This is an optimization exercise on Yosys and OpenROAD, whose aim is small area, a short achievable clock period and few clock cycles, not a production implementation.
RTL that was checked went through simulation tests only; none was proved equivalent to the original.
Power figures rest on the tool's default switching activity, not on a simulated workload.

Design stupid_NN_layer1, start of the top module:
module stupid_NN_layer1(
input clk,
input reset_n,
input waitrequest,
input ready,
input readdatavalid,
input [15:0] readdata,
output chipselect,
output [1:0] byteenable,
output reg done,
output reg read_n,
output reg write_n,
output reg [15:0] writedata,
output [31:0] address
);
Size: about 75 I/O pins.
==> module stupid_NN_layer1, before the edit <==
module stupid_NN_layer1(
input clk,
input reset_n,
input waitrequest,
input ready,
input readdatavalid,
input [15:0] readdata,
output chipselect,
output [1:0] byteenable,
output reg done,
output reg read_n,
output reg write_n,
output reg [15:0] writedata,
output [31:0] address
);
localparam [16:0] WB  = 17'h0E249;      
localparam [7:0]  PBH = 8'h52;          
localparam [7:0]  PLH = 8'h83;          
localparam [9:0]  NB  = 10'h151;        
localparam [9:0]  NE  = 10'h151 + 10'd198;
assign chipselect = 1'b1;
assign byteenable = 2'b11;
reg st_boot, st_idle, st_p, st_w, st_wr, st_done;
reg kc;                
reg rq, wq, dr, dr3;
reg wa_done, wb_done;  
reg [16:0] wa;         
reg [7:0]  ph;         
reg [9:0]  na;         
reg [1:0]  ret;        
reg [2:0]  out;        
reg [3:0]  msk;        
reg [4:0]  p0, p1;     
reg pv;                
reg pn;                
reg hd;                
reg [13:0] r0, r1;     
reg [5:0]  ta;         
reg [5:0]  sk;         
reg        skv;
reg        wclr;       
reg [23:1] ad;         
reg wi_q, wn_q;        
wire adv   = (rq | wq) & ~waitrequest;    
wire acc_r = rq & ~waitrequest;
wire rdv   = readdatavalid;
wire timer_end = wa[16] & wa[15] & wa[10] & wa[9] & wa[7] & wa[5];  
wire start = st_idle & ready;
wire node_end = (ph == PLH) & (wa[1:0] == 2'd0);
wire last_pair = (na == NE);
wire cap = out[2] & out[1];
wire pair_done = st_wr & (hd ? wa_done : wb_done);   
wire a_p  = (st_w & kc & ~node_end) | (pair_done & ~last_pair);
wire a_w  = st_p | (st_w & ~kc);
wire a_wr = (st_w & kc & node_end) | (st_wr & ~pair_done);
wire a_done = pair_done & last_pair;
wire [16:0] wa_inc = wa + 17'd1;
wire [16:0] wa_nx  = wa + 17'd196;
wire [7:0]  ph_inc = ph + 8'd1;
wire [9:0]  na_inc = na + 10'd1;
wire [23:1] ad_nx = st_p ? {6'h3C, wi_q ? wa_inc : wn_q ? wa_nx : wa} :
                    (st_w & ~kc) ? {6'h3C, wa_nx} :
                    {13'h0050, (wa[1:0] == 2'd3) ? ph_inc : ph, wa_inc[1:0]};
always @(posedge clk) begin
  if (!reset_n) begin
    st_boot <= 1'b1; st_idle <= 1'b0; st_p <= 1'b0; st_w <= 1'b0; kc <= 1'b0;
    st_wr <= 1'b0; st_done <= 1'b0; rq <= 1'b0; wq <= 1'b0;
    dr <= 1'b0; dr3 <= 1'b0; wa_done <= 1'b0; wb_done <= 1'b0;
    wi_q <= 1'b0; wn_q <= 1'b0;
  end else begin
    st_boot <= st_boot & ~timer_end;
    wi_q <= adv & st_w & kc;
    wn_q <= adv & pair_done;
    st_idle <= (st_idle & ~ready) | (st_done & ~ready) | (st_boot & timer_end);
    st_done <= adv ? a_done : st_done & ready;
    st_p  <= start | (adv ? a_p : st_p);
    st_w  <= adv ? a_w : st_w;
    kc    <= adv ? st_w & ~kc : kc;
    st_wr <= adv ? a_wr : st_wr;
    rq <= start | (adv ? (a_p | a_w) & ~cap : (st_p | st_w) & ~cap);
    dr <= st_wr & (out == 3'd0);
    dr3 <= st_wr & dr;
    wq <= (adv ? a_wr : st_wr) & dr3 & (hd ? ~wa_done : ~wb_done) & ~(adv & pair_done);
    if (adv & st_wr & ~pair_done) begin
      if (hd) wb_done <= 1'b1; else wa_done <= 1'b1;
    end else if (adv & pair_done) begin
      wa_done <= 1'b0; wb_done <= 1'b0;
    end
  end
end
always @(posedge clk) begin
  if (!reset_n) wa <= 17'd0;
  else if (st_idle) wa <= WB;
  else if (st_boot | wi_q) wa <= wa_inc;
  else if (wn_q) wa <= wa_nx;
  if (st_idle | (wi_q & node_end)) ph <= PBH;
  else if (wi_q & (wa[1:0] == 2'd3)) ph <= ph_inc;
  if (st_idle) na <= NB;
  else if (wn_q) na <= na + 10'd2;
  if (st_idle | (adv & pair_done)) ad <= {13'h0050, PBH, 2'b01};
  else if (st_wr) ad <= {13'h0026, hd ? na : na_inc};
  else if (adv) ad <= ad_nx;
  if (st_idle) ret <= 2'd0;
  else if (rdv) ret <= {ret == 2'd1, ret == 2'd0};
  if (st_boot | st_idle) out <= 3'd0;
  else if (rdv) out <= acc_r ? out : out - 3'd1;
  else out <= acc_r ? out + 3'd1 : out;
end
wire [15:0] ml = readdata & {{4{msk[3]}}, {4{msk[2]}}, {4{msk[1]}}, {4{msk[0]}}};
always @(posedge clk) if (rdv && ret == 2'd0)
  msk <= {|readdata[15:12], |readdata[11:8], |readdata[7:4], |readdata[3:0]};
always @(posedge clk) begin
  p0 <= {ml[3], ml[3:0]} + {ml[7], ml[7:4]};
  p1 <= {ml[11], ml[11:8]} + {ml[15], ml[15:12]};
  pv <= rdv & (ret != 2'd0);
  pn <= ret[1];
end
wire [5:0] term = {p0[4], p0} + {p1[4], p1};
always @(posedge clk) begin
  if (!reset_n) begin hd <= 1'b0; skv <= 1'b0; wclr <= 1'b0; end
  else begin hd <= ~hd; skv <= pv & (skv | (pn == hd)); wclr <= st_wr & adv; end
  sk <= term;
  ta <= skv ? sk : (pv & (pn != hd)) ? term : 6'd0;
  r0 <= (wclr | st_boot | st_idle) ? 14'd0 : r1;
  r1 <= r0 + {{8{ta[5]}}, ta};
end
always @(*) begin
  done = st_done;
  read_n = ~rq;
  write_n = ~wq;
  writedata = {{2{r0[13]}}, r0};
end
assign address = {8'd0, ad, 1'b0};
endmodule
Settings: LEC_CHECK=0, ABC_CLOCK_PERIOD_IN_PS=2000, CAP_MARGIN=20, CORE_MARGIN=2, CORE_UTILIZATION=40, CTS_BUF_LIST=sky130_fd_sc_hd__clkbuf_4 sky130_fd_sc_hd__clkbuf_8, CTS_CLUSTER_DIAMETER=100, CTS_CLUSTER_SIZE=30, PLACE_DENSITY=0.75, SETUP_SLACK_MARGIN=3.0, SLEW_MARGIN=20; clock period 5.0 ns.
standard.sh (not shown) runs the stock make flow with config.mk's settings and CLKGATE_MAP_FILE= SYNTH_SCRIPT=/design/flow/synth_recipe.tcl, a recipe that flattens the netlist after the stock synthesis.
==> flow/flow/run.sh <==
#!/bin/bash
set -e
export BUFFER_PORTS_ARGS="-buffer_cell sky130_fd_sc_hd__buf_2"
export CTS_ARGS="-sink_clustering_enable -repair_clock_nets -sink_clustering_size 30 -sink_clustering_max_diameter 100 -buf_list {sky130_fd_sc_hd__clkbuf_4 sky130_fd_sc_hd__clkbuf_8} -dont_use_dummy_load"
bash standard.sh > standard.log 2>&1
Testbench counts at the start, summed over its fixed seeds: cycles 1,434,329.
==> next run, changes <==
--- a/flow/design.v
+++ b/flow/design.v
@@ -70,11 +70,11 @@
   end else begin
     st_boot <= st_boot & ~timer_end;
     wi_q <= adv & st_w & kc;
     wn_q <= adv & pair_done;
     st_idle <= (st_idle & ~ready) | (st_done & ~ready) | (st_boot & timer_end);
-    st_done <= adv ? a_done : st_done & ready;
+    st_done <= ready & (adv ? a_done : st_done);
     st_p  <= start | (adv ? a_p : st_p);
     st_w  <= adv ? a_w : st_w;
     kc    <= adv ? st_w & ~kc : kc;
     st_wr <= adv ? a_wr : st_wr;
     rq <= start | (adv ? (a_p | a_w) & ~cap : (st_p | st_w) & ~cap);
@@ -119,12 +119,12 @@
 always @(posedge clk) begin
   if (!reset_n) begin hd <= 1'b0; skv <= 1'b0; wclr <= 1'b0; end
   else begin hd <= ~hd; skv <= pv & (skv | (pn == hd)); wclr <= st_wr & adv; end
   sk <= term;
   ta <= skv ? sk : (pv & (pn != hd)) ? term : 6'd0;
-  r0 <= (wclr | st_boot | st_idle) ? 14'd0 : r1;
-  r1 <= r0 + {{8{ta[5]}}, ta};
+  r0 <= wclr ? 14'd0 : r1;
+  r1 <= st_boot ? 14'd0 : r0 + {{8{ta[5]}}, ta};
 end
 always @(*) begin
   done = st_done;
   read_n = ~rq;
   write_n = ~wq;
The new run finished clean.
Cell area stays flat.
Routed wire length is higher by 1.2%.
Power goes down by 2.5%.
Via count is lower by 3.9%.
Final cell count came out lower by 1.0%.
Sequential power goes down by about 3%.
Area after synthesis drops by 2.1%.
Testbench counts after the change, summed over its fixed seeds: cycles 1,434,329.


run a:
Another version of the RTL of stupid_NN_layer1 (not shown whole).
Size: roughly 760 cells after synthesis, ~130 flip-flops, roughly 75 I/O pins, about 6600 sq um of cells after synthesis.
==> module stupid_NN_layer1, before the edit <==
module stupid_NN_layer1(
input clk,
input reset_n,
input waitrequest,
input ready,
input readdatavalid,
input [15:0] readdata,
output chipselect,
output [1:0] byteenable,
output reg done,
output reg read_n,
output reg write_n,
output reg [15:0] writedata,
output [31:0] address
);
localparam [16:0] WB  = 17'h0E249;      
localparam [7:0]  PBH = 8'h52;          
localparam [7:0]  PLH = 8'h83;          
localparam [9:0]  NB  = 10'h151;        
localparam [9:0]  NE  = 10'h151 + 10'd198;
assign chipselect = 1'b1;
assign byteenable = 2'b11;
reg st_boot, st_idle, st_p, st_w, st_wr, st_done;
reg kc;                
reg rq, wq, dr, dr3;
reg wa_done, wb_done;  
reg [16:0] wa;         
reg [7:0]  ph;         
reg [9:0]  na;         
reg [1:0]  ret;        
reg [2:0]  out;        
reg [3:0]  msk;        
reg [4:0]  p0, p1;     
reg pv;                
reg pn;                
reg hd;                
reg [13:0] r0, r1;     
reg [5:0]  ta;         
reg [5:0]  sk;         
reg        skv;
reg [23:1] ad;         
wire adv   = (rq | wq) & ~waitrequest;    
wire acc_r = rq & ~waitrequest;
wire rdv   = readdatavalid;
wire timer_end = wa[16] & wa[15] & wa[10] & wa[9] & wa[7] & wa[5];  
wire start = st_idle & ready;
wire node_end = (ph == PLH) & (wa[1:0] == 2'd0);
wire last_pair = (na == NE);
wire cap = out[2] & out[1];
wire pair_done = st_wr & (hd ? wa_done : wb_done);   
wire a_p  = (st_w & kc & ~node_end) | (pair_done & ~last_pair);
wire a_w  = st_p | (st_w & ~kc);
wire a_wr = (st_w & kc & node_end) | (st_wr & ~pair_done);
wire a_done = pair_done & last_pair;
wire [16:0] wa_inc = wa + 17'd1;
wire [16:0] wa_nx  = wa + 17'd196;
wire [7:0]  ph_inc = ph + 8'd1;
wire [9:0]  na_inc = na + 10'd1;
wire [23:1] ad_nx = st_p ? {6'h3C, wa} :
                    (st_w & ~kc) ? {6'h3C, wa_nx} :
                    {13'h0050, (wa[1:0] == 2'd3) ? ph_inc : ph, wa_inc[1:0]};
always @(posedge clk) begin
  if (!reset_n) begin
    st_boot <= 1'b1; st_idle <= 1'b0; st_p <= 1'b0; st_w <= 1'b0; kc <= 1'b0;
    st_wr <= 1'b0; st_done <= 1'b0; rq <= 1'b0; wq <= 1'b0;
    dr <= 1'b0; dr3 <= 1'b0; wa_done <= 1'b0; wb_done <= 1'b0;
  end else begin
    st_boot <= st_boot & ~timer_end;
    st_idle <= (st_idle & ~ready) | (st_done & ~ready) | (st_boot & timer_end);
    st_done <= ready & (adv ? a_done : st_done);
    st_p  <= start | (adv ? a_p : st_p);
    st_w  <= adv ? a_w : st_w;
    kc    <= adv ? st_w & ~kc : kc;
    st_wr <= adv ? a_wr : st_wr;
    rq <= start | (adv ? (a_p | a_w) & ~cap : (st_p | st_w) & ~cap);
    dr <= st_wr & (out == 3'd0);
    dr3 <= st_wr & dr;
    wq <= (adv ? a_wr : st_wr) & dr3 & (hd ? ~wa_done : ~wb_done) & ~(adv & pair_done);
    if (adv & st_wr & ~pair_done) begin
      if (hd) wb_done <= 1'b1; else wa_done <= 1'b1;
    end else if (adv & pair_done) begin
      wa_done <= 1'b0; wb_done <= 1'b0;
    end
  end
end
always @(posedge clk) begin
  if (!reset_n) wa <= 17'd0;
  else if (st_idle) wa <= WB;
  else if (st_boot) wa <= wa_inc;
  else wa <= adv ? ((st_w & kc) ? wa_inc : pair_done ? wa_nx : wa) : wa;
  if (st_idle | (adv & st_w & kc & node_end)) ph <= PBH;
  else if (adv & st_w & kc & (wa[1:0] == 2'd3)) ph <= ph_inc;
  if (st_idle) na <= NB;
  else if (adv & pair_done) na <= na + 10'd2;
  if (st_idle | (adv & pair_done)) ad <= {13'h0050, PBH, 2'b01};
  else if (st_wr) ad <= {13'h0026, hd ? na : na_inc};
  else if (adv) ad <= ad_nx;
  if (st_idle) ret <= 2'd0;
  else if (rdv) ret <= {ret == 2'd1, ret == 2'd0};
  if (st_boot | st_idle) out <= 3'd0;
  else if (rdv) out <= acc_r ? out : out - 3'd1;
  else out <= acc_r ? out + 3'd1 : out;
end
wire [15:0] ml = readdata & {{4{msk[3]}}, {4{msk[2]}}, {4{msk[1]}}, {4{msk[0]}}};
always @(posedge clk) if (rdv && ret == 2'd0)
  msk <= {|readdata[15:12], |readdata[11:8], |readdata[7:4], |readdata[3:0]};
always @(posedge clk) begin
  p0 <= {ml[3], ml[3:0]} + {ml[7], ml[7:4]};
  p1 <= {ml[11], ml[11:8]} + {ml[15], ml[15:12]};
  pv <= rdv & (ret != 2'd0);
  pn <= ret[1];
end
wire [5:0] term = {p0[4], p0} + {p1[4], p1};
always @(posedge clk) begin
  if (!reset_n) begin hd <= 1'b0; skv <= 1'b0; end
  else begin hd <= ~hd; skv <= pv & (skv | (pn == hd)); end
  sk <= term;
  ta <= skv ? sk : (pv & (pn != hd)) ? term : 6'd0;
  r0 <= r1;
  r1 <= (st_boot | (st_wr & adv)) ? 14'd0 : r0 + {{8{ta[5]}}, ta};
end
always @(*) begin
  done = st_done;
  read_n = ~rq;
  write_n = ~wq;
  writedata = {{2{r0[13]}}, r0};
end
assign address = {8'd0, ad, 1'b0};
endmodule
clock: 5.0 ns
lec_check: 0
abc_clock_period_in_ps: 2000
cap_margin: 20
core_margin: 2
core_utilization: 40
cts_buf_list: sky130_fd_sc_hd__clkbuf_4 sky130_fd_sc_hd__clkbuf_8
cts_cluster_diameter: 100
cts_cluster_size: 30
setup_slack_margin: 3.0
slew_margin: 20
Scripts as last shown in full above: flow/flow/run.sh
Modified inputs, run b compared to run a
diff --git a/flow/design.v b/flow/design.v
--- a/flow/design.v
+++ b/flow/design.v
@@ -20,21 +20,22 @@
 localparam [9:0]  NE  = 10'h151 + 10'd198;
 assign chipselect = 1'b1;
 assign byteenable = 2'b11;
 reg st_boot, st_idle, st_p, st_w, st_wr, st_done;
 reg kc;                
-reg rq, wq, dr, dr3;
+reg rq, wq, dr, dr2, dr3;
 reg wa_done, wb_done;  
 reg [16:0] wa;         
 reg [7:0]  ph;         
 reg [9:0]  na;         
 reg [1:0]  ret;        
 reg [2:0]  out;        
 reg [3:0]  msk;        
+reg [15:0] ml;         
 reg [4:0]  p0, p1;     
-reg pv;                
-reg pn;                
+reg mv, pv;            
+reg mn, pn;            
 reg hd;                
 reg [13:0] r0, r1;     
 reg [5:0]  ta;         
 reg [5:0]  sk;         
 reg        skv;
@@ -61,22 +62,23 @@
                     {13'h0050, (wa[1:0] == 2'd3) ? ph_inc : ph, wa_inc[1:0]};
 always @(posedge clk) begin
   if (!reset_n) begin
     st_boot <= 1'b1; st_idle <= 1'b0; st_p <= 1'b0; st_w <= 1'b0; kc <= 1'b0;
     st_wr <= 1'b0; st_done <= 1'b0; rq <= 1'b0; wq <= 1'b0;
-    dr <= 1'b0; dr3 <= 1'b0; wa_done <= 1'b0; wb_done <= 1'b0;
+    dr <= 1'b0; dr2 <= 1'b0; dr3 <= 1'b0; wa_done <= 1'b0; wb_done <= 1'b0;
   end else begin
     st_boot <= st_boot & ~timer_end;
     st_idle <= (st_idle & ~ready) | (st_done & ~ready) | (st_boot & timer_end);
     st_done <= ready & (adv ? a_done : st_done);
     st_p  <= start | (adv ? a_p : st_p);
     st_w  <= adv ? a_w : st_w;
     kc    <= adv ? st_w & ~kc : kc;
     st_wr <= adv ? a_wr : st_wr;
     rq <= start | (adv ? (a_p | a_w) & ~cap : (st_p | st_w) & ~cap);
     dr <= st_wr & (out == 3'd0);
-    dr3 <= st_wr & dr;
+    dr2 <= st_wr & dr;
+    dr3 <= st_wr & dr2;
     wq <= (adv ? a_wr : st_wr) & dr3 & (hd ? ~wa_done : ~wb_done) & ~(adv & pair_done);
     if (adv & st_wr & ~pair_done) begin
       if (hd) wb_done <= 1'b1; else wa_done <= 1'b1;
     end else if (adv & pair_done) begin
       wa_done <= 1'b0; wb_done <= 1'b0;
@@ -99,18 +101,19 @@
   else if (rdv) ret <= {ret == 2'd1, ret == 2'd0};
   if (st_boot | st_idle) out <= 3'd0;
   else if (rdv) out <= acc_r ? out : out - 3'd1;
   else out <= acc_r ? out + 3'd1 : out;
 end
-wire [15:0] ml = readdata & {{4{msk[3]}}, {4{msk[2]}}, {4{msk[1]}}, {4{msk[0]}}};
 always @(posedge clk) if (rdv && ret == 2'd0)
   msk <= {|readdata[15:12], |readdata[11:8], |readdata[7:4], |readdata[3:0]};
 always @(posedge clk) begin
+  ml <= readdata & {{4{msk[3]}}, {4{msk[2]}}, {4{msk[1]}}, {4{msk[0]}}};
+  mv <= rdv & (ret != 2'd0);
+  mn <= ret[1];
   p0 <= {ml[3], ml[3:0]} + {ml[7], ml[7:4]};
   p1 <= {ml[11], ml[11:8]} + {ml[15], ml[15:12]};
-  pv <= rdv & (ret != 2'd0);
-  pn <= ret[1];
+  pv <= mv; pn <= mn;
 end
 wire [5:0] term = {p0[4], p0} + {p1[4], p1};
 always @(posedge clk) begin
   if (!reset_n) begin hd <= 1'b0; skv <= 1'b0; end
   else begin hd <= ~hd; skv <= pv & (skv | (pn == hd)); end
--- outcome ---
Row last weighted congestion value of the routability-driven placer: run b lower / run a higher
Flip-flop and latch count grows by more than 10% when moving from run a to run b.
On post-synthesis share of cell area spent on xor and xnor gates, run a and run b are basically level.
Going from run a to run b, total power moved up, net load switching power moved up.
Final clock skew: lower on run a
Testbench counts of run b, summed over its fixed seeds: cycles 1,436,315.
Function not checked in run a: the RTL went through the layout flow alone.

-- afterwards: timing with drivers on the ports --
How much do the figures lean on ideal ports? The routed layouts below were timed once more, with nothing changed but the port constraints.
Step 1 assumes that a clkbuf_16 drives the clock port and a buf_2 every other input.
Step 2, shift: input delay + t, output delay - t, t = (earliest + latest rising clock arrival at the registers) / 2. This alone moves slack from input paths to output paths.
Three values: ideal ports, drivers, drivers and shift; two values: the first two.
run | t, ns | setup WS [ns] | slew at the worst register clock pin (ns) | pins driven straight from the clock port
the first run of note 1 | 0.466 | 3.028 / 2.993 / 2.623 | 0.08 / 0.08 | 1
the second run of note 1 | 0.465 | 3.017 / 3.011 / 2.622 | 0.07 / 0.07 | 1
run a | 0.465 | 2.795 / 2.793 / 2.328 | 0.07 / 0.07 | 1
run b | 0.480 | 2.974 / 2.935 / 2.513 | 0.09 / 0.09 | 1
After both steps setup and hold are still met in every run listed. For run a, which loses most, drivers alone change the setup slack by -0.002 ns; drivers and shift together by -0.467 ns.
